This design comes from an exercise in tuning for small area and a short achievable clock period on the open sky130 flow, not from production work.
RTL that was checked went through simulation tests only; none was proved equivalent to the original.
No functional check of the RTL was part of runs 1 to 6 and 8.

==> flow/design.v (outline; a module is shown in full before it is edited, if it fits) <==
// module plastic_neuron: 1097 lines
// module pn_inv: 3 lines
// module pn_nand2: 3 lines
// module pn_nor2: 3 lines
// module pn_nand3: 3 lines
// module pn_xor2e: 3 lines
// module pn_xor2: 3 lines
// module pn_xnor2: 3 lines
// module pn_aoi21: 3 lines
// module pn_oai21: 3 lines
// module pn_fa: 4 lines
// module pn_ha: 4 lines
module plastic_neuron (
    input wire clk,
    input wire rst,
    input wire [15:0] input_signal,
    input wire [15:0] feedback_error,
    input wire enable_learning,
    output wire [31:0] output_signal
);
  // ...
==> flow/flow/run.sh <==
#!/bin/bash
# Layout flow: the standard flow (standard.sh) with the standard
# synthesis unchanged, and two changes to how the layout is made:
#  - the I/O port buffers are plain buf_2 cells (which repair_timing can
#    size) instead of the delay buffers buffer_ports picks on its own;
#  - clock tree synthesis builds from clkbuf_8 cells and adds no dummy loads.
# Each step logs to its own file in this folder.
set -euo pipefail
bash standard.sh synth > synth.log 2>&1
bash standard.sh BUFFER_PORTS_ARGS="-buffer_cell sky130_fd_sc_hd__buf_2" \
  CTS_ARGS="-sink_clustering_enable -repair_clock_nets -dont_use_dummy_load -buf_list sky130_fd_sc_hd__clkbuf_8" \
  finish > layout.log 2>&1
==> flow/standard.sh <==
#!/bin/bash
# synth_recipe.tcl (not shown) runs the flow's synth.tcl, then flattens the netlist and writes it again
# the make line also repeats each setting of config.mk as NAME=value (left out here)
make -C /OpenROAD-flow-scripts/flow DESIGN_CONFIG=/design/flow/config.mk WORK_HOME=/design/flow/orfs CLKGATE_MAP_FILE= SYNTH_SCRIPT=/design/flow/synth_recipe.tcl "${@:-finish}"
==> flow/config.mk <==
export PLATFORM = sky130hd
export DESIGN_NAME = plastic_neuron
export DESIGN_NICKNAME = plastic_neuron
export VERILOG_FILES = /design/flow/design.v
export SDC_FILE = /design/flow/constraint.sdc
export NUM_CORES = 4
export LEC_CHECK = 0
export CAP_MARGIN = 5
export CORE_MARGIN = 2
export CORE_UTILIZATION = 40
export SETUP_SLACK_MARGIN = 3.0
export SLEW_MARGIN = 5
export SYNTH_HIERARCHICAL = 1
export TNS_END_PERCENT = 10
==> flow/constraint.sdc <==
create_clock -name core_clock -period 7.0 [get_ports {clk}]
set_input_delay 1.4000 -clock core_clock [delete_from_list [all_inputs] [get_ports {clk}]]
set_output_delay 1.4000 -clock core_clock [all_outputs]
set_load 0.01 [all_outputs]
==> results.sh, run 1 <==
export IMPL_status="complete, no violations"
export IMPL_crit_family="compound AO/OA/AOI/OAI gates"
export IMPL_finalMaxSlewViolations=0
export IMPL_wl_met3_mm=1.17
export IMPL_dp_cells=1097
export IMPL_cp_required_ns=5.60
export IMPL_nets=1013
export IMPL_mostFrequentLayoutCell="xnor2_1"
export IMPL_fillerInstances=2012
export IMPL_yosysUniqueCellTypes=37
export IMPL_detail_route_antenna_nets=0
export IMPL_finalCritPeriodShare_pct=55.0
export IMPL_endpoint="output_signal[28]"
export IMPL_dieArea_um2=22400
export IMPL_antenna_found_initial=0
export IMPL_crit_buf_inv=3
export IMPL_crit_path_end_kind="output port"
export IMPL_grt_ovfl_total=0
export IMPL_clock_area_share_pct=1.37
export IMPL_grt_total_usage_pct=18.6
export IMPL_taps=275
export IMPL_worst_r2r_cell_count=9
export IMPL_startpoint="cut_q[37]"
export IMPL_tns_ns=0
export IMPL_first_global_vias=6249
export IMPL_inverters_excl_clock=18
export IMPL_cts_max_level=3
export IMPL_yosysSeqAreaShare_pct=22.8
export IMPL_final_cell_mix="128 x xnor2_1, 98 x a22oi_1, 90 x fa_1"
export IMPL_largest_reg_flops=62
export IMPL_final_nonclk_buf_share_pct=5.95
export IMPL_via_count=6033
export IMPL_hp_class="flip-flop to flip-flop"
export IMPL_drive_above_1_share_pct=17.9
==> run 2: changes to the inputs <==
--- a/flow/config.mk
+++ b/flow/config.mk
@@ -11,4 +11,4 @@
 export SETUP_SLACK_MARGIN = 3.0
 export SLEW_MARGIN = 5
 export SYNTH_HIERARCHICAL = 1
-export TNS_END_PERCENT = 10
+export TNS_END_PERCENT = 50
==> results.sh, run 2 <==
export IMPL_clk_latency_ns=0.37
export IMPL_synth_area_um2=8480
export IMPL_max_cap_viol_count=0
export IMPL_arrival_ns=2.46
export IMPL_largest_register="cut_q"
export IMPL_synth_async_sr_flop_share_pct=100
export IMPL_synth_xor_area_share_pct=20.2
export IMPL_crit_slowest_cell="dfrtp_1"
export IMPL_ys_warn_count=7
export IMPL_initial_utilization_pct=40.6
export IMPL_dieArea_um2=22400
export IMPL_drt_initial_drc_count=534
export IMPL_finalSetupViolCount=0
export IMPL_nets=1007
export IMPL_die_y_um=150
export IMPL_pin_count=67
export IMPL_synth_most_common_cell="xnor2_1"
export IMPL_first_global_vias=6116
export IMPL_area_delta_synth_final_pct=6.88
export IMPL_synth_area_leaders="fa_1 21%, dfrtp_1 21%, xnor2_1 13%"
export IMPL_drcViolationCount=0
export IMPL_fmax_mhz=259
export IMPL_mostFrequentLayoutCell="xnor2_1"
export IMPL_yosysTopAreaCell="fa_1"
export IMPL_synth_common_cells="128 x xnor2_1, 98 x a22oi_1, 90 x fa_1, 71 x dfrtp_1, 68 x xor2_1"
export IMPL_finalCritPeriodShare_pct=55.1
export IMPL_avgSynthCellArea_um2=10.0
export IMPL_cts_buffer_depth=2
export IMPL_crit_chain="nor2_2 > o21ai_4 > a21oi_4 > o21ai_4 > a21oi_4 > inv_2 > buf_4 > buf_4 > a21oi_2 > o21ai_1 > xor2_1 > buf_2"
export IMPL_fin_crit_ns=3.86
export IMPL_dp_cells=1094
export IMPL_netlist_instances=848
export IMPL_port_buffer_count=65
export IMPL_reg_top3="cut_q (62), weight (15)"
export IMPL_status="complete, no violations"
export IMPL_crit_buf_inv=4
export IMPL_via_count=5992
export IMPL_final_util_pct=43.4
export IMPL_numCtsBuffers=9
export IMPL_drive_above_1_share_pct=18.4
export IMPL_critPathMaxFanout=3
export IMPL_path_class="flip-flop to output port"
export IMPL_critPathMaxStageDelay_ns=0.41
export IMPL_yosysUniqueCellTypes=37
export IMPL_place_congestion=0.879
export IMPL_muxShareOfSynthArea_pct=0.133
export IMPL_syn_nets=1010
export IMPL_largest_reg_flops=62
export IMPL_final_setup_worst_slack_ns=3.14
export IMPL_cts_sinks=77
export IMPL_grt_ovfl_total=0
export IMPL_hp_class="flip-flop to flip-flop"
export IMPL_final_cell_mix="128 x xnor2_1, 97 x a22oi_1, 90 x fa_1"
export IMPL_drt_wl_total_mm=19.6
export IMPL_yosysSeqAreaShare_pct=22.8
export IMPL_grt_max_degree=78
export IMPL_hold_viol_final=0
export IMPL_rows=53
export IMPL_die_x_um=150
export IMPL_tightest_slew_ns=0.971
export IMPL_stdcell_count=1118
export IMPL_ys_flop_type="dfrtp_1"
export IMPL_crit_path_end_kind="output port"
export IMPL_clockRootBuffer="clkbuf_8"
export IMPL_yosys_register_bits=77
export IMPL_cts_tree="built"
export IMPL_hpwl_mm=13.4
export IMPL_finalMaxSlewViolations=0
export IMPL_design_core_area_um2=20900
export IMPL_avgRoutedWirePerCell_um=17.5
export IMPL_grt_pass1_wl_mm=31.9
export IMPL_crit_path_start_kind="flip-flop"
export IMPL_synth_edf_count=0
export IMPL_tns_ns=0
export IMPL_yosys_area_share_adder_pct=26.7
export IMPL_drt_pass1_iterations=5
export IMPL_place_ws_ns=2.54
export IMPL_skew_ns=0.0235
export IMPL_grt_total_usage_pct=18.3
export IMPL_crit_family="compound AO/OA/AOI/OAI gates"
export IMPL_slew_headroom_pct=35.3
export IMPL_cp_required_ns=5.60
export IMPL_diodes=0
export IMPL_synth_compound_area_share_pct=14.1
export IMPL_antenna_found_initial=0
export IMPL_synth_top_area_share_pct=21.2
export IMPL_drt_vias_per_instance=5.36
export IMPL_synth_simple_area_share_pct=8.50
export IMPL_detail_route_antenna_nets=0
export IMPL_synth_top_family_by_area="adder cells"
export IMPL_rsz0062_at_grt="true"
export IMPL_cts_max_level=3
export IMPL_cts_clk_slew_worst_paths_ns=0.08
[run 2: cell types whose count changed in the layout (fill, tap and decap cells not counted), moves of 2 or more]
cell     before  now
nor2_1       47   44
nor2_2        6    8
dfrtp_1      71   68
dfrtp_2       0    3
buf_4        27   20
ha_2          3    5
[run 2: final timing paths]
check	depth (start not counted)	slack [ns]	startpoint	to
setup / recovery	12	3.14	cut_q[2]	output_signal[20]
hold / removal	1	0.52	weight[8]	weight[8]
max in group asynchronous	3	4.99	rst	weight[11]
setup reg to reg	8	3.18	weight[3]	cut_q[50]
min in group asynchronous	3	1.32	rst	cut_q[59]
hold reg to reg	1	0.52	weight[8]	weight[8]
[run 2: logic make-up (layout without fill, tap and decap cells)]
logic type | after synthesis | count (layout)
adder cells (fa/ha/maj) | 127 | 127
AND/OR/NAND/NOR | 154 | 154
flip-flops | 77 | 77
AO/OA/AOI/OAI | 172 | 172
XOR/XNOR | 196 | 196
other | 2 | 2
multiplexers | 1 | 1
buffers and inverters | 119 | 114
[run 2: layout make-up]
cell class | instances | area, um^2
Fill cell | 2042 | 11800
Tap cell | 275 | 344
Multi-Input combinational cell | 652 | 6070
Timing Repair Buffer | 87 | 502
Inverter | 18 | 71.3
Clock buffer | 9 | 124
Sequential cell | 77 | 1950
[run 2: through the flow]
stage	hold slack, ns	area [um^2]
global route	0.539	9060
CTS	0.527	8900
finish	0.524	9060
global placement	0.509	8650
detailed placement	0.517	8650
floorplan	0.385	8500
[run 2: per-module statistics from Yosys, one instance, submodules excluded, excerpt]
module	cell area, um^2	cells	times used
pn_xnor2	8.76	1	11
pn_fa	20.0	1	90
pn_nand2	3.75	1	36
pn_ha	12.5	1	29
pn_nor2	3.75	1	45
pn_xor2	8.76	1	50
pn_inv	3.75	1	8
pn_aoi21	8.76	1	16
pn_oai21	5.00	1	35
[run 2: worst register-to-register path, delay by kind of cell, from the launching register on]
family / cells / cell delay, ns
AOI/OAI and AO/OA: 2 / 0.70
and+or+nand+nor: 1 / 0.09
adders and majority gates: 4 / 1.88
DFF: 1 / 0.73
xor gates and xnor gates: 1 / 0.29
[run 2: routing by layer]
metal,GRT usage [%],routed length [um],up-vias,part of all wire (%)
li1,-,-,2778,-
met1,24.8,8590,2998,44
met2,30.4,9540,191,49
met3,3.02,1100,25,5.6
met4,4.90,391,0,2.0
met5,0,0,-,0
[run 2: what timing repair did]
action,CTS,global route
pin swaps,8,9
setup endpoints to repair,40,28
gates resized for setup,21,24
hold buffers,0,0
setup buffers,7,8
==> run 3: changes to the inputs <==
--- a/flow/config.mk
+++ b/flow/config.mk
@@ -7,8 +7,7 @@
 export LEC_CHECK = 0
 export CAP_MARGIN = 5
 export CORE_MARGIN = 2
-export CORE_UTILIZATION = 40
+export CORE_UTILIZATION = 50
 export SETUP_SLACK_MARGIN = 3.0
 export SLEW_MARGIN = 5
 export SYNTH_HIERARCHICAL = 1
-export TNS_END_PERCENT = 50
==> results.sh, run 3 <==
export IMPL_first_global_vias=6352
export IMPL_drt_pass1_iterations=5
export IMPL_cp_common_cell="fa_1"
export IMPL_finalMaxSlewViolations=0
export IMPL_antenna_found_initial=0
export IMPL_dp_cells=1038
export IMPL_initial_utilization_pct=51.1
export IMPL_yosysUniqueCellTypes=37
export IMPL_largest_reg_flops=62
export IMPL_place_congestion=0.853
export IMPL_critPathMaxStageDelay_ns=0.52
export IMPL_syn_nets=1010
export IMPL_die_x_um=134
export IMPL_grt_max_degree=78
export IMPL_cts_clk_slew_worst_paths_ns=0.06
export IMPL_yosysSeqAreaShare_pct=22.8
export IMPL_port_buffer_count=65
export IMPL_yosysTopAreaCell="fa_1"
export IMPL_drt_vias_per_instance=5.71
export IMPL_die_y_um=134
export IMPL_grt_ovfl_total=0
export IMPL_path_class="input pin to flip-flop"
export IMPL_pin_count=67
export IMPL_cts_buffer_depth=2
export IMPL_rows=47
export IMPL_fmax_mhz=255
export IMPL_cts_tree="built"
export IMPL_cts_sinks=77
export IMPL_rsz0062_at_grt="true"
export IMPL_clockRootBuffer="clkbuf_8"
export IMPL_drcViolationCount=0
export IMPL_avgRoutedWirePerCell_um=19.0
export IMPL_final_cell_mix="127 x xnor2_1, 97 x a22oi_1, 90 x fa_1"
export IMPL_synth_edf_count=0
export IMPL_arrival_ns=4.17
export IMPL_area_delta_synth_final_pct=7.20
export IMPL_seqCellArea_um2=1950
export IMPL_hpwl_mm=14.2
export IMPL_ys_flop_type="dfrtp_1"
export IMPL_crit_path_start_kind="input pin"
export IMPL_drive_above_1_share_pct=19.3
export IMPL_slew_headroom_pct=34.1
export IMPL_diodes=0
export IMPL_fin_crit_ns=3.93
export IMPL_nets=1013
export IMPL_synth_top_area_share_pct=21.2
export IMPL_hp_class="flip-flop to flip-flop"
export IMPL_largest_register="cut_q"
export IMPL_tns_ns=0
export IMPL_finalCritPeriodShare_pct=56.1
export IMPL_grt_total_usage_pct=23.9
export IMPL_max_cap_viol_count=0
export IMPL_drt_initial_drc_count=437
export IMPL_netlist_instances=848
export IMPL_numCtsBuffers=9
export IMPL_clk_latency_ns=0.38
export IMPL_yosys_register_bits=77
export IMPL_design_core_area_um2=16600
export IMPL_crit_slowest_cell="fa_1"
export IMPL_crit_path_end_kind="flip-flop"
export IMPL_critPathMaxFanout=16
export IMPL_synth_area_leaders="fa_1 21%, dfrtp_1 21%, xnor2_1 13%"
export IMPL_ys_warn_count=7
export IMPL_via_count=6107
export IMPL_synth_common_cells="128 x xnor2_1, 98 x a22oi_1, 90 x fa_1, 71 x dfrtp_1, 68 x xor2_1"
export IMPL_synth_most_common_cell="xnor2_1"
export IMPL_detail_route_antenna_nets=0
export IMPL_multi_input_area_um2=6110
export IMPL_dieArea_um2=18000
export IMPL_cts_max_level=3
export IMPL_grt_pass1_wl_mm=33.4
export IMPL_avgSynthCellArea_um2=10.0
export IMPL_status="complete, no violations"
export IMPL_synth_async_sr_flop_share_pct=100
export IMPL_finalSetupViolCount=0
export IMPL_mostFrequentLayoutCell="xnor2_1"
export IMPL_stdcell_count=1069
export IMPL_skew_ns=0.0253
export IMPL_hold_viol_final=0
export IMPL_r2r_slack_ns=3.10
export IMPL_fillerInstances=1502
export IMPL_crit_chain="buf_2 > o21ai_0 > xnor2_1 > fa_1 > fa_1 > fa_1 > fa_1"
export IMPL_tightest_slew_ns=0.989
export IMPL_drt_wl_total_mm=20.4
export IMPL_synth_area_um2=8480
export IMPL_reg_top3="cut_q (62), weight (15)"
export IMPL_cp_required_ns=7.24
## run 3: changes by cell type in the layout (fill, tap and decap cells not counted), moves of 2 or more
| cell | change |
|---|---|
| buf_4 | +5 |
| nor2_2 | -4 |
| inv_2 | +2 |
| o21ai_4 | +2 |
| o21ai_1 | -3 |
| nor2_1 | +3 |
| buf_12 | +2 |
## run 3: per-layer routing
| layer | up-vias | share of wire, % | GRT usage (%) |
|---|---|---|---|
| met5 | - | 0.28 | 2.50 |
| met4 | 2 | 1.3 | 7.02 |
| met3 | 17 | 5.6 | 3.21 |
| met2 | 191 | 47 | 38.7 |
| met1 | 3103 | 45 | 33.4 |
| li1 | 2794 | - | - |
## run 3: area by class of cell
cell class / instances / area share (%)
sequential: 77 / 21.5
tap: 220 / 3.03
timing repair buffer: 93 / 6.21
clock buffer: 9 / 1.36
inverter: 18 / 0.771
multi-input combinational: 652 / 67.2
## run 3: Yosys stat by module (local to each module, per instance)
| module | cell area, um^2 | cells | flip-flops and latches |
|---|---|---|---|
| pn_inv | 3.75 | 1 | 0 |
| pn_fa | 20.0 | 1 | 0 |
| pn_nand2 | 3.75 | 1 | 0 |
| pn_oai21 | 5.00 | 1 | 0 |
| plastic_neuron | 5130 | 528 | 77 |
| pn_ha | 12.5 | 1 | 0 |
| pn_aoi21 | 8.76 | 1 | 0 |
| pn_xor2 | 8.76 | 1 | 0 |
| pn_nor2 | 3.75 | 1 | 0 |
| pn_xnor2 | 8.76 | 1 | 0 |
## run 3: critical path: cells and delay by family
kind            cells  cell delay [ns]
xor+xnor            1             0.42
fa+ha+maj           4             1.85
buf+inv             1             0.29
compound gates      1             0.21
## run 3: final timing paths
path                            depth (start not counted)         end             start
min in group asynchronous                               3   cut_q[25]               rst
worst max register to register                          7   cut_q[49]         weight[9]
max in group asynchronous                               3   weight[1]               rst
worst max-delay path                                    7   cut_q[50]  input_signal[15]
worst min register to register                          1  weight[14]        weight[14]
worst min-delay path                                    1  weight[14]        weight[14]
## run 3: cell families after synthesis
kind of cell / count (synthesis) / synth area share (%)
other: 2 / 0.0886
adders and majority gates: 127 / 26.7
DFF: 77 / 22.8
muxes: 1 / 0.133
buffers and inverters: 119 / 7.42
AOI/OAI and AO/OA: 172 / 14.1
and+or+nand+nor: 154 / 8.50
xor gates and xnor gates: 196 / 20.2
## run 3: metrics by stage
| stage | worst slack, ns | hold WS, ns | cell area (um^2) | util [%] |
|---|---|---|---|---|
| after global routing | 2.94 | 0.548 | 9090 | 54.8 |
| final | 3.07 | 0.536 | 9090 | 54.8 |
| after detailed placement | 2.29 | 0.513 | 8580 | 51.7 |
| after floorplan | 3.00 | 0.385 | 8500 | - |
| after CTS | 3.00 | 0.523 | 8940 | 53.9 |
| after global placement | 2.40 | 0.511 | 8580 | 51.7 |
## run 3: repair_timing
action / 4_1_cts / 5_1_grt
endpoints found under the setup margin: 46 / 22
resized for setup: 36 / 13
setup buffers: 11 / 11
hold buffers: 0 / 0
pin swaps: 12 / 13
==> run 4: changes to the inputs <==
--- a/flow/config.mk
+++ b/flow/config.mk
@@ -7,7 +7,7 @@
 export LEC_CHECK = 0
 export CAP_MARGIN = 5
 export CORE_MARGIN = 2
-export CORE_UTILIZATION = 50
+export CORE_UTILIZATION = 35
 export SETUP_SLACK_MARGIN = 3.0
 export SLEW_MARGIN = 5
 export SYNTH_HIERARCHICAL = 1
==> results.sh, run 4 <==
export IMPL_cts_sinks=77
export IMPL_cts_clk_slew_worst_paths_ns=0.07
export IMPL_hold_buffers=0
export IMPL_final_cell_mix="128 x xnor2_1, 97 x a22oi_1, 90 x fa_1"
export IMPL_synth_most_common_cell="xnor2_1"
export IMPL_path_class="flip-flop to flip-flop"
export IMPL_synth_common_cells="128 x xnor2_1, 98 x a22oi_1, 90 x fa_1, 71 x dfrtp_1, 68 x xor2_1"
export IMPL_crit_chain="ha_1 > a22oi_1 > xnor2_1 > fa_1 > fa_1 > fa_1 > fa_1"
export IMPL_via_count=5871
export IMPL_grt_pass1_wl_mm=31.4
export IMPL_place_congestion=0.840
export IMPL_drt_vias_per_instance=5.06
export IMPL_crit_slowest_cell="ha_1"
export IMPL_detail_route_antenna_nets=0
export IMPL_hold_viol_final=0
export IMPL_syn_nets=1010
export IMPL_cts_tree="built"
export IMPL_synth_top_family_by_area="adder cells"
export IMPL_mostFrequentLayoutCell="xnor2_1"
export IMPL_tns_ns=0
export IMPL_status="complete, no violations"
export IMPL_hp_start="weight[8]"
export IMPL_drcViolationCount=0
export IMPL_critPathMaxStageDelay_ns=0.78
export IMPL_wl_met1_mm=8.80
export IMPL_wl_met3_um=964
export IMPL_finalMaxSlewViolations=0
export IMPL_netlist_instances=848
export IMPL_grt_max_degree=78
export IMPL_synth_top_area_share_pct=21.2
export IMPL_final_setup_worst_slack_ns=3.11
export IMPL_synth_area_leaders="fa_1 21%, dfrtp_1 21%, xnor2_1 13%"
export IMPL_clockRootBuffer="clkbuf_8"
export IMPL_clk_latency_ns=0.37
export IMPL_hp_class="flip-flop to flip-flop"
export IMPL_antenna_found_initial=0
export IMPL_muxShareOfSynthArea_pct=0.133
export IMPL_top_layer="met4"
export IMPL_avgRoutedWirePerCell_um=16.5
export IMPL_ys_flop_type="dfrtp_1"
export IMPL_area_delta_synth_final_pct=7.07
export IMPL_drt_initial_drc_count=353
export IMPL_timing_rr_start="weight[13]"
export IMPL_crit_path_start_kind="flip-flop"
export IMPL_yosysUniqueCellTypes=37
export IMPL_finalCritPeriodShare_pct=55.6
export IMPL_fmax_mhz=257
export IMPL_synth_xor_area_share_pct=20.2
export IMPL_die_x_um=160
export IMPL_tightest_slew_ns=0.981
export IMPL_reg_top3="cut_q (62), weight (15)"
export IMPL_fillerInstances=2381
export IMPL_hpwl_mm=13.6
export IMPL_rows=56
export IMPL_synth_simple_area_share_pct=8.50
export IMPL_synth_async_sr_flop_share_pct=100
export IMPL_design_core_area_um2=23600
export IMPL_cts_buffer_depth=2
export IMPL_dieArea_um2=25500
export IMPL_crit_buf_inv=0
export IMPL_yosysTopAreaCell="fa_1"
export IMPL_multi_input_area_um2=6040
export IMPL_die_y_um=160
export IMPL_arrival_ns=4.13
export IMPL_critPathMaxFanout=26
export IMPL_diodes=0
export IMPL_ys_warn_count=7
export IMPL_drive_above_1_share_pct=17.6
export IMPL_synth_compound_area_share_pct=14.1
export IMPL_synth_area_um2=8480
export IMPL_place_ws_ns=2.56
export IMPL_port_buffer_count=65
export IMPL_fin_crit_ns=3.89
export IMPL_max_cap_viol_count=0
export IMPL_nets=1006
export IMPL_skew_ns=0.0257
export IMPL_yosys_area_share_adder_pct=26.7
export IMPL_largest_reg_flops=62
export IMPL_crit_path_end_kind="flip-flop"
export IMPL_startpoint="weight[13]"
export IMPL_finalSetupViolCount=0
export IMPL_numCtsBuffers=9
export IMPL_initial_utilization_pct=35.9
export IMPL_largest_register="cut_q"
export IMPL_rsz0062_at_grt="true"
export IMPL_pin_count=67
export IMPL_seqCellArea_um2=1950
export IMPL_yosysSeqAreaShare_pct=22.8
export IMPL_grt_total_usage_pct=15.3
export IMPL_drt_wl_total_mm=19.2
export IMPL_cp_required_ns=7.24
export IMPL_met2_length_mm=9.19
export IMPL_cts_max_level=3
export IMPL_avgSynthCellArea_um2=10.0
export IMPL_crit_family="adder cells"
export IMPL_cp_common_cell="fa_1"
export IMPL_grt_ovfl_total=0
export IMPL_first_global_vias=5921
export IMPL_yosys_register_bits=77
export IMPL_synth_edf_count=0
export IMPL_drt_pass1_iterations=5
export IMPL_slew_headroom_pct=34.6
-- run 4: what timing repair did --
item,CTS,global route
setup buffers,8,5
setup endpoints to repair,40,26
endpoints found under the hold margin,0,0
pin swaps,7,9
gates resized for setup,22,15
-- run 4: routing by layer --
metal | up-vias | GRT usage, %
met1 | 2922 | 21.1
li1 | 2781 | -
met3 | 16 | 2.39
met5 | - | 0
met4 | 0 | 3.35
met2 | 152 | 25.5
-- run 4: metrics by stage --
stage | cell area (um^2) | util (%) | cells | hold WS (ns)
6_report | 9080 | 38.5 | 1161 | 0.533
2_1_floorplan | 8500 | - | 848 | 0.385
3_3_place_gp | 8710 | 36.9 | 1139 | 0.511
3_5_place_dp | 8710 | 36.9 | 1139 | 0.514
5_1_grt | 9080 | 38.5 | 1161 | 0.541
4_1_cts | 8980 | 38.0 | 1156 | 0.535
-- run 4: worst paths after layout --
kind / endpoint / cells after the start / slack [ns]
min in group asynchronous: cut_q[62] / 3 / 1.33
worst max-delay path: cut_q[49] / 7 / 3.11
max in group asynchronous: weight[11] / 3 / 5.00
worst min register to register: weight[8] / 1 / 0.53
worst max register to register: cut_q[49] / 7 / 3.11
worst min-delay path: weight[8] / 1 / 0.53
-- run 4: cells by family (layout without fill, tap and decap cells) --
kind of cell | after synthesis | after routing
AO/OA/AOI/OAI | 172 | 172
XOR/XNOR | 196 | 196
adder cells (fa/ha/maj) | 127 | 127
buffers and inverters | 119 | 113
flip-flops | 77 | 77
multiplexers | 1 | 1
other | 2 | 2
AND/OR/NAND/NOR | 154 | 154
-- run 4: cell type report --
class	count	share of cell area, %
multi-input combinational	652	66.5
timing repair buffer	86	5.44
tap	319	4.40
sequential	77	21.5
inverter	18	0.772
clock buffer	9	1.36
-- run 4: worst reg2reg max path, delay by kind of cell, from the launching register on --
kind,cells,cell delay [ns]
AO/OA/AOI/OAI,1,0.20
flip-flops,1,0.68
XOR/XNOR,1,0.25
adder cells (fa/ha/maj),5,2.63
-- run 4: Yosys stat by module (local to each module, per instance) --
module          cells inside  area (um^2)  copies in the design
plastic_neuron           528         5130                     1
pn_fa                      1         20.0                    90
pn_ha                      1         12.5                    29
pn_aoi21                   1         8.76                    16
pn_xnor2                   1         8.76                    11
pn_xor2                    1         8.76                    50
pn_oai21                   1         5.00                    35
pn_inv                     1         3.75                     8
pn_nand2                   1         3.75                    36
pn_nor2                    1         3.75                    45
==> run 5: changes to the inputs <==
--- a/flow/config.mk
+++ b/flow/config.mk
@@ -7,7 +7,7 @@
 export LEC_CHECK = 0
 export CAP_MARGIN = 5
 export CORE_MARGIN = 2
-export CORE_UTILIZATION = 35
-export SETUP_SLACK_MARGIN = 3.0
+export CORE_UTILIZATION = 40
+export SETUP_SLACK_MARGIN = 2.9
 export SLEW_MARGIN = 5
 export SYNTH_HIERARCHICAL = 1
==> results.sh, run 5 <==
export IMPL_drive_above_1_share_pct=15.9
export IMPL_synth_edf_count=0
export IMPL_slew_headroom_pct=35.1
export IMPL_reg_top3="cut_q (62), weight (15)"
export IMPL_path_class="flip-flop to flip-flop"
export IMPL_fillerInstances=2018
export IMPL_cts_sinks=77
export IMPL_status="complete, no violations"
export IMPL_synth_most_common_cell="xnor2_1"
export IMPL_largest_reg_flops=62
export IMPL_clk_latency_ns=0.38
export IMPL_crit_chain="ha_1 > a22oi_1 > xnor2_1 > fa_1 > fa_1 > fa_1 > fa_1"
export IMPL_drt_vias_per_instance=5.33
export IMPL_synth_top_family_by_area="adder cells"
export IMPL_fmax_mhz=253
export IMPL_hpwl_mm=13.5
export IMPL_diodes=0
export IMPL_synth_compound_area_share_pct=14.1
export IMPL_final_util_pct=42.8
export IMPL_numCtsBuffers=9
export IMPL_crit_path_start_kind="flip-flop"
export IMPL_fin_crit_ns=3.95
export IMPL_largest_register="cut_q"
export IMPL_finalCritPeriodShare_pct=56.4
export IMPL_yosysTopAreaCell="fa_1"
export IMPL_avgRoutedWirePerCell_um=17.3
export IMPL_arrival_ns=4.19
export IMPL_detail_route_antenna_nets=0
export IMPL_mostFrequentLayoutCell="xnor2_1"
export IMPL_drt_pass1_iterations=6
export IMPL_final_cell_mix="128 x xnor2_1, 98 x a22oi_1, 90 x fa_1"
export IMPL_cp_required_ns=7.24
export IMPL_nets=999
export IMPL_rows=53
export IMPL_hp_class="flip-flop to flip-flop"
export IMPL_syn_nets=1010
export IMPL_cts_buffer_depth=2
export IMPL_crit_path_end_kind="flip-flop"
export IMPL_die_x_um=150
export IMPL_synth_xor_area_share_pct=20.2
export IMPL_pin_count=67
export IMPL_cp_common_cell="fa_1"
export IMPL_yosys_register_bits=77
export IMPL_area_delta_synth_final_pct=5.43
export IMPL_grt_total_usage_pct=18.2
export IMPL_grt_ovfl_total=0
export IMPL_cts_clk_slew_worst_paths_ns=0.06
export IMPL_via_count=5911
export IMPL_critPathMaxFanout=25
export IMPL_cts_tree="built"
export IMPL_grt_pass1_wl_mm=31.6
export IMPL_muxShareOfSynthArea_pct=0.133
export IMPL_avgSynthCellArea_um2=10.0
export IMPL_max_cap_viol_count=0
export IMPL_synth_area_um2=8480
export IMPL_first_global_vias=6091
export IMPL_ys_flop_type="dfrtp_1"
export IMPL_drt_initial_drc_count=398
export IMPL_grt_max_degree=78
export IMPL_clockRootBuffer="clkbuf_8"
export IMPL_dp_cells=1094
export IMPL_place_congestion=0.862
export IMPL_yosysSeqAreaShare_pct=22.8
export IMPL_design_core_area_um2=20900
export IMPL_yosysUniqueCellTypes=37
export IMPL_stdcell_count=1110
export IMPL_cts_max_level=3
export IMPL_drcViolationCount=0
export IMPL_antenna_found_initial=0
export IMPL_tns_ns=0
export IMPL_finalSetupViolCount=0
export IMPL_crit_slowest_cell="dfstp_4"
export IMPL_drt_wl_total_mm=19.2
export IMPL_synth_top_area_share_pct=21.2
export IMPL_hold_viol_final=0
export IMPL_synth_area_leaders="fa_1 21%, dfrtp_1 21%, xnor2_1 13%"
export IMPL_rsz0062_at_grt="true"
export IMPL_yosys_area_share_adder_pct=26.7
export IMPL_hold_buffers=0
export IMPL_die_y_um=150
export IMPL_tightest_slew_ns=0.974
export IMPL_ys_warn_count=7
export IMPL_critPathMaxStageDelay_ns=0.88
export IMPL_synth_async_sr_flop_share_pct=100
export IMPL_synth_simple_area_share_pct=8.50
export IMPL_synth_common_cells="128 x xnor2_1, 98 x a22oi_1, 90 x fa_1, 71 x dfrtp_1, 68 x xor2_1"
export IMPL_netlist_instances=848
export IMPL_initial_utilization_pct=40.6
export IMPL_port_buffer_count=65
export IMPL_finalMaxSlewViolations=0
export IMPL_skew_ns=0.0249
export IMPL_dieArea_um2=22400
-- run 5: cell counts after synthesis --
No cell type changed its count.
-- run 5: path summary, 6_finish.rpt --
| kind | startpoint | end | slack, ns | cells after the start |
|---|---|---|---|---|
| worst min register to register | weight[8] | weight[8] | 0.53 | 1 |
| worst min-delay path | weight[8] | weight[8] | 0.53 | 1 |
| min in group asynchronous | rst | weight[10] | 1.31 | 3 |
| max in group asynchronous | rst | weight[11] | 5.01 | 3 |
| worst max register to register | weight[9] | cut_q[47] | 3.05 | 7 |
| worst max-delay path | weight[9] | cut_q[47] | 3.05 | 7 |
-- run 5: what timing repair did --
| item | in CTS | in global routing |
|---|---|---|
| endpoints found under the setup margin | 36 | 19 |
| pin swaps | 3 | 5 |
| buffers inserted | 3 | 4 |
| resized for setup | 20 | 9 |
| endpoints found under the hold margin | 0 | 0 |
-- run 5: area by class of cell --
cell class              count  area (um^2)  share of cell area [%]
multi-input cells         652         6020                    67.3
flip-flops and latches     77         1950                    21.8
repair buffers             79          434                    4.86
well taps                 275          344                    3.85
clock buffers               9          124                    1.39
inverters                  18         70.1                   0.784
-- run 5: per-layer routing --
metal	track usage, %	vias to the layer above	wire length (um)
li1	-	2761	-
met1	24.5	2955	8410
met2	30.5	170	9350
met3	2.74	25	1060
met4	5.24	0	378
met5	0	-	0
-- run 5: cell families (layout without fill, tap and decap cells) --
kind of cell / count (synthesis) / after routing
AOI/OAI and AO/OA: 172 / 172
xor gates and xnor gates: 196 / 196
adders and majority gates: 127 / 127
buffers and inverters: 119 / 106
DFF: 77 / 77
muxes: 1 / 1
other: 2 / 2
and+or+nand+nor: 154 / 154
-- run 5: per-stage QoR --
stage | instance area, um^2 | worst slack [ns] | hold slack, ns
global route | 8940 | 2.89 | 0.558
CTS | 8880 | 2.92 | 0.535
global placement | 8640 | 2.58 | 0.515
floorplan | 8480 | 2.91 | 0.385
finish | 8940 | 3.05 | 0.532
detailed placement | 8640 | 2.54 | 0.524
-- run 5: worst max-delay path: cells and delay by family, from the launching register on --
family | cells | cell delay, ns
fa+ha+maj | 5 | 2.43
flops | 1 | 0.88
xor+xnor | 1 | 0.29
compound gates | 1 | 0.20
-- run 5: Yosys stat by module, one instance, submodules excluded --
module,cells,flops+latches,copies in the design,area [um^2]
plastic_neuron,528,77,1,5130
pn_aoi21,1,0,16,8.76
pn_fa,1,0,90,20.0
pn_ha,1,0,29,12.5
pn_inv,1,0,8,3.75
pn_nand2,1,0,36,3.75
pn_nor2,1,0,45,3.75
pn_oai21,1,0,35,5.00
pn_xnor2,1,0,11,8.76
pn_xor2,1,0,50,8.76
==> run 6: changes to the inputs <==
--- a/flow/config.mk
+++ b/flow/config.mk
@@ -5,9 +5,9 @@
 export SDC_FILE = /design/flow/constraint.sdc
 export NUM_CORES = 4
 export LEC_CHECK = 0
-export CAP_MARGIN = 5
+export CAP_MARGIN = 20
 export CORE_MARGIN = 2
 export CORE_UTILIZATION = 40
-export SETUP_SLACK_MARGIN = 2.9
-export SLEW_MARGIN = 5
+export SETUP_SLACK_MARGIN = 3.0
+export SLEW_MARGIN = 20
 export SYNTH_HIERARCHICAL = 1
==> results.sh, run 6 <==
export IMPL_drive_above_1_share_pct=18.7
export IMPL_synth_area_um2=8480
export IMPL_yosys_register_bits=77
export IMPL_netlist_instances=848
export IMPL_grt_ovfl_total=0
export IMPL_synth_area_leaders="fa_1 21%, dfrtp_1 21%, xnor2_1 13%"
export IMPL_drt_pass1_iterations=5
export IMPL_cts_max_level=3
export IMPL_hpwl_mm=13.4
export IMPL_drcViolationCount=0
export IMPL_rows=53
export IMPL_mostFrequentLayoutCell="xnor2_1"
export IMPL_tightest_slew_ns=0.734
export IMPL_skew_ns=0.0169
export IMPL_syn_nets=1010
export IMPL_final_cell_mix="128 x xnor2_1, 97 x a22oi_1, 90 x fa_1"
export IMPL_first_global_vias=6182
export IMPL_grt_max_degree=78
export IMPL_drt_wl_total_mm=19.6
export IMPL_yosysSeqAreaShare_pct=22.8
export IMPL_yosysTopAreaCell="fa_1"
export IMPL_finalCritPeriodShare_pct=55.2
export IMPL_cts_tree="built"
export IMPL_clk_latency_ns=0.37
export IMPL_cp_required_ns=5.60
export IMPL_crit_path_end_kind="output port"
export IMPL_critPathMaxFanout=4
export IMPL_synth_edf_count=0
export IMPL_initial_utilization_pct=40.6
export IMPL_place_congestion=0.879
export IMPL_arrival_ns=2.46
export IMPL_fmax_mhz=259
export IMPL_slew_headroom_pct=51.1
export IMPL_fin_crit_ns=3.86
export IMPL_synth_top_area_share_pct=21.2
export IMPL_synth_common_cells="128 x xnor2_1, 98 x a22oi_1, 90 x fa_1, 71 x dfrtp_1, 68 x xor2_1"
export IMPL_cts_buffer_depth=2
export IMPL_status="complete, no violations"
export IMPL_die_x_um=150
export IMPL_largest_reg_flops=62
export IMPL_tns_ns=0
export IMPL_grt_pass1_wl_mm=32.1
export IMPL_finalMaxSlewViolations=0
export IMPL_diodes=0
export IMPL_numCtsBuffers=9
export IMPL_clockRootBuffer="clkbuf_8"
export IMPL_antenna_found_initial=0
export IMPL_via_count=5960
export IMPL_avgSynthCellArea_um2=10.0
export IMPL_avgRoutedWirePerCell_um=17.5
export IMPL_grt_total_usage_pct=18.4
export IMPL_cts_clk_slew_worst_paths_ns=0.08
export IMPL_hp_class="flip-flop to flip-flop"
export IMPL_synth_most_common_cell="xnor2_1"
export IMPL_ys_warn_count=7
export IMPL_fin_hold_ws_ns=0.529
export IMPL_detail_route_antenna_nets=0
export IMPL_hold_viol_final=0
export IMPL_nets=1009
export IMPL_drt_initial_drc_count=427
export IMPL_drt_vias_per_instance=5.32
export IMPL_port_buffer_count=65
export IMPL_largest_register="cut_q"
export IMPL_finalSetupViolCount=0
export IMPL_fillerInstances=2007
export IMPL_synth_async_sr_flop_share_pct=100
export IMPL_pin_count=67
export IMPL_max_cap_viol_count=0
export IMPL_design_core_area_um2=20900
export IMPL_crit_path_start_kind="flip-flop"
export IMPL_area_delta_synth_final_pct=6.99
export IMPL_die_y_um=150
export IMPL_ys_flop_type="dfrtp_1"
export IMPL_reg_top3="cut_q (62), weight (15)"
export IMPL_path_class="flip-flop to output port"
export IMPL_dieArea_um2=22400
export IMPL_yosysUniqueCellTypes=37
export IMPL_rsz0062_at_grt="true"
export IMPL_hold_buffers=0
export IMPL_cts_sinks=77
## run 6: path summary, 6_finish.rpt
kind	depth (start not counted)	slack (ns)	startpoint	to
max	12	3.14	cut_q[4]	output_signal[28]
min	1	0.53	weight[8]	weight[8]
max reg2reg	8	3.17	weight[3]	cut_q[50]
min reg2reg	1	0.53	weight[8]	weight[8]
max in group asynchronous	3	5.29	rst	weight[11]
min in group asynchronous	3	1.21	rst	cut_q[60]
## run 6: critical path, stage by stage, from the launching register on
cell and delay, ns:
dfrtp_1 0.41, nor2_2 0.14, o21ai_1 0.10, a21oi_4 0.18
o21ai_4 0.10, a21oi_4 0.22, inv_2 0.08, a21oi_4 0.25
inv_2 0.07, a21oi_4 0.14, o21ai_2 0.07, xor2_1 0.16
buf_2 0.15
## run 6: cell families after synthesis
family                     count (synthesis)  share of synthesized area [%]
DFF                                       77                           22.8
xor gates and xnor gates                 196                           20.2
adders and majority gates                127                           26.7
buffers and inverters                    119                           7.42
other                                      2                         0.0886
and+or+nand+nor                          154                           8.50
muxes                                      1                          0.133
AOI/OAI and AO/OA                        172                           14.1
## run 6: repair_timing
action	in CTS	in global routing
pin swaps	8	11
setup endpoints to repair	39	24
resized for setup	20	21
buffers inserted	8	9
endpoints found under the hold margin	0	0
## run 6: final cells by class
class                           instances  area [um^2]  share of cell area [%]
Clock buffer                            9          124                    1.37
Inverter                               18         71.3                   0.786
Multi-Input combinational cell        652         6060                    66.8
Sequential cell                        77         1950                    21.5
Tap cell                              275          344                    3.79
Timing Repair Buffer                   89          520                    5.74
## run 6: metal layers
layer	wire length [um]	GRT usage [%]	vias up
met2	9650	30.6	183
li1	-	-	2788
met4	394	5.71	0
met5	0	0	-
met3	1110	2.99	25
met1	8420	24.7	2964
## run 6: modules after synthesis (local to each module, per instance)
module	cells	times used
plastic_neuron	528	1
pn_aoi21	1	16
pn_fa	1	90
pn_ha	1	29
pn_inv	1	8
pn_nand2	1	36
pn_nor2	1	45
pn_oai21	1	35
pn_xnor2	1	11
pn_xor2	1	50
## run 6: per-stage QoR
stage	cell area (um^2)	setup slack [ns]	cells	util, %
after floorplan	8500	3.00	848	-
after global placement	8650	2.55	1094	41.4
after detailed placement	8660	2.57	1094	41.4
after CTS	8910	3.00	1111	42.7
after global routing	9070	2.97	1120	43.4
final	9070	3.14	1120	43.4
==> run 7: changes to the inputs <==
--- a/flow/design.v
+++ b/flow/design.v
@@ -1104,12 +1104,6 @@
 module pn_nor2 (input wire a, input wire b, output wire y);
   assign y = ~(a | b);
 endmodule
-module pn_nand3 (input wire a, input wire b, input wire c, output wire y);
-  assign y = ~(a & b & c);
-endmodule
-module pn_xor2e (input wire a, input wire b, input wire e, output wire y);
-  assign y = (a ^ b) & e;
-endmodule
 module pn_xor2 (input wire a, input wire b, output wire y);
   assign y = a ^ b;
 endmodule
--- a/flow/config.mk
+++ b/flow/config.mk
@@ -5,9 +5,9 @@
 export SDC_FILE = /design/flow/constraint.sdc
 export NUM_CORES = 4
 export LEC_CHECK = 0
-export CAP_MARGIN = 20
+export CAP_MARGIN = 5
 export CORE_MARGIN = 2
 export CORE_UTILIZATION = 40
 export SETUP_SLACK_MARGIN = 3.0
-export SLEW_MARGIN = 20
+export SLEW_MARGIN = 5
 export SYNTH_HIERARCHICAL = 1
==> results.sh, run 7 <==
export IMPL_status="complete, no violations"
export IMPL_drt_vias_per_instance=5.36
export IMPL_grt_max_degree=78
export IMPL_final_util_pct=43.4
export IMPL_hold_viol_final=0
export IMPL_drt_pass1_iterations=6
export IMPL_diodes=0
export IMPL_hpwl_mm=13.4
export IMPL_whs_path_depth=1
export IMPL_mostFrequentLayoutCell="xnor2_1"
export IMPL_clk_latency_ns=0.38
export IMPL_detail_route_antenna_nets=0
export IMPL_avgRoutedWirePerCell_um=17.5
export IMPL_antenna_found_initial=0
export IMPL_drcViolationCount=0
export IMPL_yosysUniqueCellTypes=37
export IMPL_yosysTopAreaCell="fa_1"
export IMPL_cts_buffer_depth=2
export IMPL_drt_wl_total_mm=19.6
export IMPL_fmax_mhz=259
export IMPL_finalMaxSlewViolations=0
export IMPL_multi_input_area_um2=6070
export IMPL_top_layer="met4"
export IMPL_worst_r2r_cell_count=8
export IMPL_synth_top_area_share_pct=21.2
export IMPL_grt_ovfl_total=0
export IMPL_cts_max_level=3
export IMPL_synth_top_family_by_area="adder cells"
export IMPL_path_class="flip-flop to output port"
export IMPL_tightest_slew_ns=0.972
export IMPL_synth_async_sr_flop_share_pct=100
export IMPL_grt_pass1_wl_mm=31.9
export IMPL_synth_area_um2=8480
export IMPL_synth_common_cells="128 x xnor2_1, 98 x a22oi_1, 90 x fa_1, 71 x dfrtp_1, 68 x xor2_1"
export IMPL_wl_met3_mm=1.30
export IMPL_fin_crit_ns=3.86
export IMPL_cts_tree="built"
export IMPL_cts_clk_slew_worst_paths_ns=0.08
export IMPL_finalCritPeriodShare_pct=55.1
export IMPL_crit_family="compound AO/OA/AOI/OAI gates"
export IMPL_largest_register="cut_q"
export IMPL_numCtsBuffers=9
export IMPL_initial_utilization_pct=40.6
export IMPL_synth_area_leaders="fa_1 21%, dfrtp_1 21%, xnor2_1 13%"
export IMPL_max_cap_viol_count=0
export IMPL_muxShareOfSynthArea_pct=0.133
export IMPL_cp_required_ns=5.60
export IMPL_synth_xor_area_share_pct=20.2
export IMPL_reg_top3="cut_q (62), weight (15)"
export IMPL_slew_headroom_pct=35.2
export IMPL_grt_total_usage_pct=18.3
export IMPL_die_y_um=150
export IMPL_cts_sinks=77
export IMPL_tns_ns=0
export IMPL_place_congestion=0.879
export IMPL_synth_compound_area_share_pct=14.1
export IMPL_die_x_um=150
export IMPL_port_buffer_count=65
export IMPL_nets=1007
export IMPL_crit_path_end_kind="output port"
export IMPL_crit_path_start_kind="flip-flop"
export IMPL_drive_above_1_share_pct=18.4
export IMPL_drt_initial_drc_count=534
export IMPL_skew_ns=0.0239
export IMPL_synth_simple_area_share_pct=8.50
export IMPL_via_count=5989
export IMPL_arrival_ns=2.46
export IMPL_clockRootBuffer="clkbuf_8"
export IMPL_crit_slowest_cell="dfrtp_1"
export IMPL_synth_edf_count=0
export IMPL_yosys_area_share_adder_pct=26.7
export IMPL_dieArea_um2=22400
export IMPL_design_core_area_um2=20900
export IMPL_crit_buf_inv=4
export IMPL_largest_reg_flops=62
export IMPL_avgSynthCellArea_um2=10.0
export IMPL_finalSetupViolCount=0
export IMPL_pin_count=67
export IMPL_netlist_instances=848
export IMPL_ys_warn_count=7
export IMPL_area_delta_synth_final_pct=6.92
export IMPL_critPathMaxFanout=3
export IMPL_synth_most_common_cell="xnor2_1"
export IMPL_syn_nets=1010
export IMPL_fillerInstances=2041
export IMPL_wl_met1_mm=8.40
export IMPL_first_global_vias=6116
export IMPL_hp_class="flip-flop to flip-flop"
export IMPL_yosys_register_bits=77
export IMPL_rsz0062_at_grt="true"
export IMPL_seqCellArea_um2=1950
export IMPL_met2_length_mm=9.57
export IMPL_crit_chain="nor2_2 > o21ai_4 > a21oi_4 > o21ai_4 > a21oi_4 > inv_2 > buf_4 > buf_4 > a21oi_2 > o21ai_1 > xor2_1 > buf_2"
export IMPL_yosysSeqAreaShare_pct=22.8
export IMPL_final_cell_mix="128 x xnor2_1, 97 x a22oi_1, 90 x fa_1"
export IMPL_critPathMaxStageDelay_ns=0.41
export IMPL_rows=53
export IMPL_cp_num_cells=12
export IMPL_ys_flop_type="dfrtp_1"
-- run 7: cell counts after synthesis --
No cell type changed its count.
-- run 7: path summary, 6_finish.rpt --
check                                from                end  slack [ns]
worst min-delay path            weight[8]          weight[8]        0.52
worst min register to register  weight[8]          weight[8]        0.52
max in group asynchronous             rst         weight[11]        4.99
worst max register to register  weight[3]          cut_q[50]        3.18
worst max-delay path             cut_q[2]  output_signal[20]        3.14
min in group asynchronous             rst          cut_q[59]        1.32
-- run 7: repair_timing --
| action | 4_1_cts | 5_1_grt |
|---|---|---|
| endpoints found under the setup margin | 40 | 28 |
| buffers inserted | 7 | 8 |
| hold buffers | 0 | 0 |
| gates resized for setup | 21 | 25 |
| pin swaps | 8 | 9 |
-- run 7: per-layer routing --
metal | track usage (%) | up-vias
li1 | - | 2779
met1 | 24.8 | 2985
met2 | 30.4 | 202
met3 | 3.02 | 23
met4 | 4.90 | 0
met5 | 0 | -
-- run 7: cells by family (layout without fill, tap and decap cells) --
family                   count (synthesis)  after routing
adder cells (fa/ha/maj)                127            127
XOR/XNOR                               196            196
AND/OR/NAND/NOR                        154            154
AO/OA/AOI/OAI                          172            172
flip-flops                              77             77
other                                    2              2
multiplexers                             1              1
buffers and inverters                  119            114
-- run 7: cell type report --
cell class              instances  area share (%)
well taps                     275            3.79
repair buffers                 87            5.57
inverters                      18           0.787
flip-flops and latches         77            21.5
multi-input cells             652            66.9
clock buffers                   9            1.37
-- run 7: through the flow --
| step | area, um^2 | setup WS [ns] | cells | hold WS (ns) |
|---|---|---|---|---|
| after floorplan | 8500 | 3.00 | 848 | 0.385 |
| after global placement | 8650 | 2.55 | 1094 | 0.509 |
| after detailed placement | 8650 | 2.54 | 1094 | 0.517 |
| after CTS | 8900 | 3.01 | 1110 | 0.527 |
| after global routing | 9070 | 2.99 | 1118 | 0.539 |
| final | 9070 | 3.14 | 1118 | 0.524 |
-- run 7: Yosys stat by module, one instance, submodules excluded --
module / times used / cells / flops+latches
plastic_neuron: 1 / 528 / 77
pn_aoi21: 16 / 1 / 0
pn_fa: 90 / 1 / 0
pn_ha: 29 / 1 / 0
pn_inv: 8 / 1 / 0
pn_nand2: 36 / 1 / 0
pn_nor2: 45 / 1 / 0
pn_oai21: 35 / 1 / 0
pn_xnor2: 11 / 1 / 0
pn_xor2: 50 / 1 / 0
-- run 7: worst reg2reg max path: stages, from the launching register on --
cell	delay, ns
dfstp_4	0.73
nand2b_1	0.09
o22ai_2	0.50
o21ai_0	0.21
xnor2_1	0.29
fa_1	0.47
fa_1	0.48
fa_1	0.52
fa_1	0.41
==> run 8: changes to the inputs <==
--- a/flow/design.v
+++ b/flow/design.v
@@ -1104,6 +1104,12 @@
 module pn_nor2 (input wire a, input wire b, output wire y);
   assign y = ~(a | b);
 endmodule
+module pn_nand3 (input wire a, input wire b, input wire c, output wire y);
+  assign y = ~(a & b & c);
+endmodule
+module pn_xor2e (input wire a, input wire b, input wire e, output wire y);
+  assign y = (a ^ b) & e;
+endmodule
 module pn_xor2 (input wire a, input wire b, output wire y);
   assign y = a ^ b;
 endmodule
==> flow/flow/run.sh (replaced) <==
#!/bin/bash
# Layout flow: the standard flow (standard.sh) with the standard
# synthesis unchanged; the I/O port buffers are plain buf_2 cells (sizeable
# by repair_timing) instead of the delay buffers buffer_ports picks, and an
# area-recovery pass runs after global routing. Each step logs to its own
# file in this folder.
set -euo pipefail
bash standard.sh synth > synth.log 2>&1
bash standard.sh BUFFER_PORTS_ARGS="-buffer_cell sky130_fd_sc_hd__buf_2" \
  POST_GLOBAL_ROUTE_TCL="$PWD/flow/post_grt.tcl" finish > layout.log 2>&1
==> flow/flow/post_grt.tcl (new file) <==
# Area recovery after global routing, keeping the setup margin the flow
# repaired to.
report_tns
report_wns
repair_timing -recover_power 100 -setup_margin 3.0 -verbose
report_tns
report_wns
--- a/flow/config.mk
+++ b/flow/config.mk
@@ -5,9 +5,9 @@
 export SDC_FILE = /design/flow/constraint.sdc
 export NUM_CORES = 4
 export LEC_CHECK = 0
-export CAP_MARGIN = 5
+export CAP_MARGIN = 20
 export CORE_MARGIN = 2
 export CORE_UTILIZATION = 40
 export SETUP_SLACK_MARGIN = 3.0
-export SLEW_MARGIN = 5
+export SLEW_MARGIN = 20
 export SYNTH_HIERARCHICAL = 1
==> results.sh, run 8 <==
export IMPL_syn_nets=1010
export IMPL_first_global_vias=6183
export IMPL_cp_required_ns=7.23
export IMPL_drt_wl_total_mm=19.7
export IMPL_yosys_register_bits=77
export IMPL_diodes=0
export IMPL_synth_xor_area_share_pct=20.2
export IMPL_tightest_slew_ns=1.89
export IMPL_arrival_ns=5.26
export IMPL_antenna_found_initial=0
export IMPL_cts_sinks=77
export IMPL_grt_max_degree=78
export IMPL_avgSynthCellArea_um2=10.0
export IMPL_skew_ns=0.00769
export IMPL_synth_async_sr_flop_share_pct=100
export IMPL_ys_warn_count=7
export IMPL_max_cap_viol_count=1
export IMPL_design_core_area_um2=20900
export IMPL_hp_start="weight[8]"
export IMPL_hpwl_mm=13.4
export IMPL_avgRoutedWirePerCell_um=17.6
export IMPL_initial_utilization_pct=40.6
export IMPL_pin_count=67
export IMPL_drt_pass1_iterations=5
export IMPL_slew_headroom_pct=-27.0
export IMPL_timing_rr_start="weight[13]"
export IMPL_netlist_instances=848
export IMPL_grt_total_usage_pct=18.5
export IMPL_yosysSeqAreaShare_pct=22.8
export IMPL_fin_crit_ns=5.03
export IMPL_synth_simple_area_share_pct=8.50
export IMPL_fmax_mhz=199
export IMPL_startpoint="weight[13]"
export IMPL_cts_clk_slew_worst_paths_ns=0.06
export IMPL_drcViolationCount=0
export IMPL_hold_buffers=0
export IMPL_ys_flop_type="dfrtp_1"
export IMPL_finalMaxSlewViolations=17
export IMPL_hp_class="flip-flop to flip-flop"
export IMPL_cts_buffer_depth=2
export IMPL_hold_viol_final=0
export IMPL_die_y_um=150
export IMPL_clk_latency_ns=0.35
export IMPL_violatedChecks="max-capacitance violations, max-slew violations"
export IMPL_finalSetupViolCount=0
export IMPL_area_delta_synth_final_pct=7.07
export IMPL_clockRootBuffer="clkbuf_16"
export IMPL_synth_top_area_share_pct=21.2
export IMPL_cts_max_level=3
export IMPL_path_class="flip-flop to flip-flop"
export IMPL_nets=1003
export IMPL_final_util_pct=43.5
export IMPL_critPathMaxFanout=26
export IMPL_drive_above_1_share_pct=14.5
export IMPL_yosysUniqueCellTypes=37
export IMPL_yosys_area_share_adder_pct=26.7
export IMPL_drt_vias_per_instance=5.27
export IMPL_yosysTopAreaCell="fa_1"
export IMPL_finalCritPeriodShare_pct=71.9
export IMPL_synth_edf_count=0
export IMPL_grt_ovfl_total=0
export IMPL_synth_area_leaders="fa_1 21%, dfrtp_1 21%, xnor2_1 13%"
export IMPL_largest_register="cut_q"
export IMPL_synth_area_um2=8480
export IMPL_port_buffer_count=65
export IMPL_synth_common_cells="128 x xnor2_1, 98 x a22oi_1, 90 x fa_1, 71 x dfrtp_1, 68 x xor2_1"
export IMPL_die_x_um=150
export IMPL_detail_route_antenna_nets=0
export IMPL_rows=53
export IMPL_cts_setup_buffers=6
export IMPL_via_count=5909
export IMPL_synth_compound_area_share_pct=14.1
export IMPL_fillerInstances=2009
export IMPL_final_cell_mix="128 x xnor2_1, 97 x a22oi_1, 90 x fa_1"
export IMPL_status="complete, but fails checks"
export IMPL_synth_top_family_by_area="adder cells"
export IMPL_muxShareOfSynthArea_pct=0.133
export IMPL_synth_most_common_cell="xnor2_1"
export IMPL_largest_reg_flops=62
export IMPL_crit_path_end_kind="flip-flop"
export IMPL_tns_ns=0
export IMPL_postCtsResizedCells=17
export IMPL_cts_tree="built"
export IMPL_crit_path_start_kind="flip-flop"
export IMPL_place_congestion=0.879
export IMPL_numCtsBuffers=9
export IMPL_reg_top3="cut_q (62), weight (15)"
export IMPL_grt_pass1_wl_mm=32.3
export IMPL_dieArea_um2=22400
export IMPL_drt_initial_drc_count=450
export IMPL_mostFrequentLayoutCell="xnor2_1"
[run 8: cell counts after synthesis]
No cell type changed its count.
[run 8: worst max-delay path, stage by stage, from the launching register on]
cell	delay (ns)
dfrtp_1	0.87
o21ai_0	1.67
a22oi_1	0.23
xnor2_1	0.30
fa_1	0.50
fa_1	0.41
fa_1	0.53
fa_1	0.41
[run 8: cell type report]
type	count	area, um^2	share of cell area [%]
Clock buffer	10	239	2.63
Clock inverter	6	93.8	1.03
Inverter	18	71.3	0.785
Multi-Input combinational cell	652	5930	65.3
Sequential cell	77	1950	21.5
Tap cell	275	344	3.79
Timing Repair Buffer	83	453	4.99
[run 8: stage by stage]
| step | setup slack (ns) | std cells | area, um^2 | hold slack (ns) |
|---|---|---|---|---|
| after global placement | 2.55 | 1094 | 8650 | 0.509 |
| final | 1.97 | 1121 | 9080 | 0.528 |
| after CTS | 3.01 | 1116 | 9100 | 0.527 |
| after detailed placement | 2.57 | 1094 | 8660 | 0.517 |
| after floorplan | 3.00 | 848 | 8500 | 0.385 |
[run 8: routing by layer]
metal  GRT usage [%]  vias to the layer above  wire [um]
met1            24.8                     2951       8730
met3            2.96                       22        919
li1                -                     2779          -
met5               0                        -          0
met4            5.24                        0        324
met2            31.0                      157       9730
[run 8: kinds of logic (layout without fill, tap and decap cells)]
family / Yosys count / after routing
AND/OR/NAND/NOR: 154 / 154
XOR/XNOR: 196 / 196
other: 2 / 2
adder cells (fa/ha/maj): 127 / 127
multiplexers: 1 / 1
AO/OA/AOI/OAI: 172 / 172
buffers and inverters: 119 / 117
flip-flops: 77 / 77
[run 8: worst paths after layout]
kind / endpoint / slack, ns / depth (start not counted)
max: cut_q[49] / 1.97 / 7
min: weight[8] / 0.53 / 1
max in group asynchronous: weight[11] / 5.25 / 3
min in group asynchronous: cut_q[60] / 1.26 / 3
max reg2reg: cut_q[49] / 1.97 / 7
min reg2reg: weight[8] / 0.53 / 1
[run 8: Yosys stat by module (local to each module, per instance), a selection]
module          area [um^2]  copies in the design  flip-flops and latches  cells
pn_xor2                8.76                    50                       0      1
pn_nand2               3.75                    36                       0      1
pn_nor2                3.75                    45                       0      1
pn_ha                  12.5                    29                       0      1
pn_aoi21               8.76                    16                       0      1
plastic_neuron         5130                     1                      77    528
pn_xnor2               8.76                    11                       0      1

re-timing with driven ports:
Ports are ideal in the flow. The routed layouts listed here were re-timed in OpenROAD.
Step 1: set_driving_cell puts a clkbuf_16 on clk and a buf_2 on each other input, an assumption about the parent block.
Step 2 adds t to the input delays and takes it off the output delays; t is the mean of the earliest and latest rising clock arrival at the registers after step 1. Input paths then give back, and output paths get back, about the clock's delay inside the block.
Slacks: ideal ports / drivers / drivers and shift; pairs: ideal ports / drivers.
| run | t (ns) | slack for setup (ns) | hold WS [ns] |
|---|---|---|---|
| run 1 | 0.399 | 3.148 / 3.110 / 2.769 | 0.529 / 0.529 / 0.529 |
| run 2 | 0.401 | 3.144 / 3.106 / 2.805 | 0.524 / 0.524 / 0.524 |
| run 3 | 0.412 | 3.073 / 3.069 / 2.671 | 0.536 / 0.536 / 0.536 |
| run 4 | 0.398 | 3.110 / 3.110 / 2.735 | 0.533 / 0.533 / 0.533 |
| run 5 | 0.402 | 3.049 / 3.012 / 2.766 | 0.532 / 0.532 / 0.532 |
| run 6 | 0.400 | 3.136 / 3.097 / 2.748 | 0.529 / 0.529 / 0.529 |
| run 7 | 0.402 | 3.144 / 3.106 / 2.803 | 0.524 / 0.524 / 0.524 |
| run 8 | 0.389 | 1.965 / 1.966 / 1.966 | 0.528 / 0.528 / 0.528 |
For run 3, which loses most, drivers alone change the setup slack by -0.004 ns; drivers and shift together by -0.402 ns.
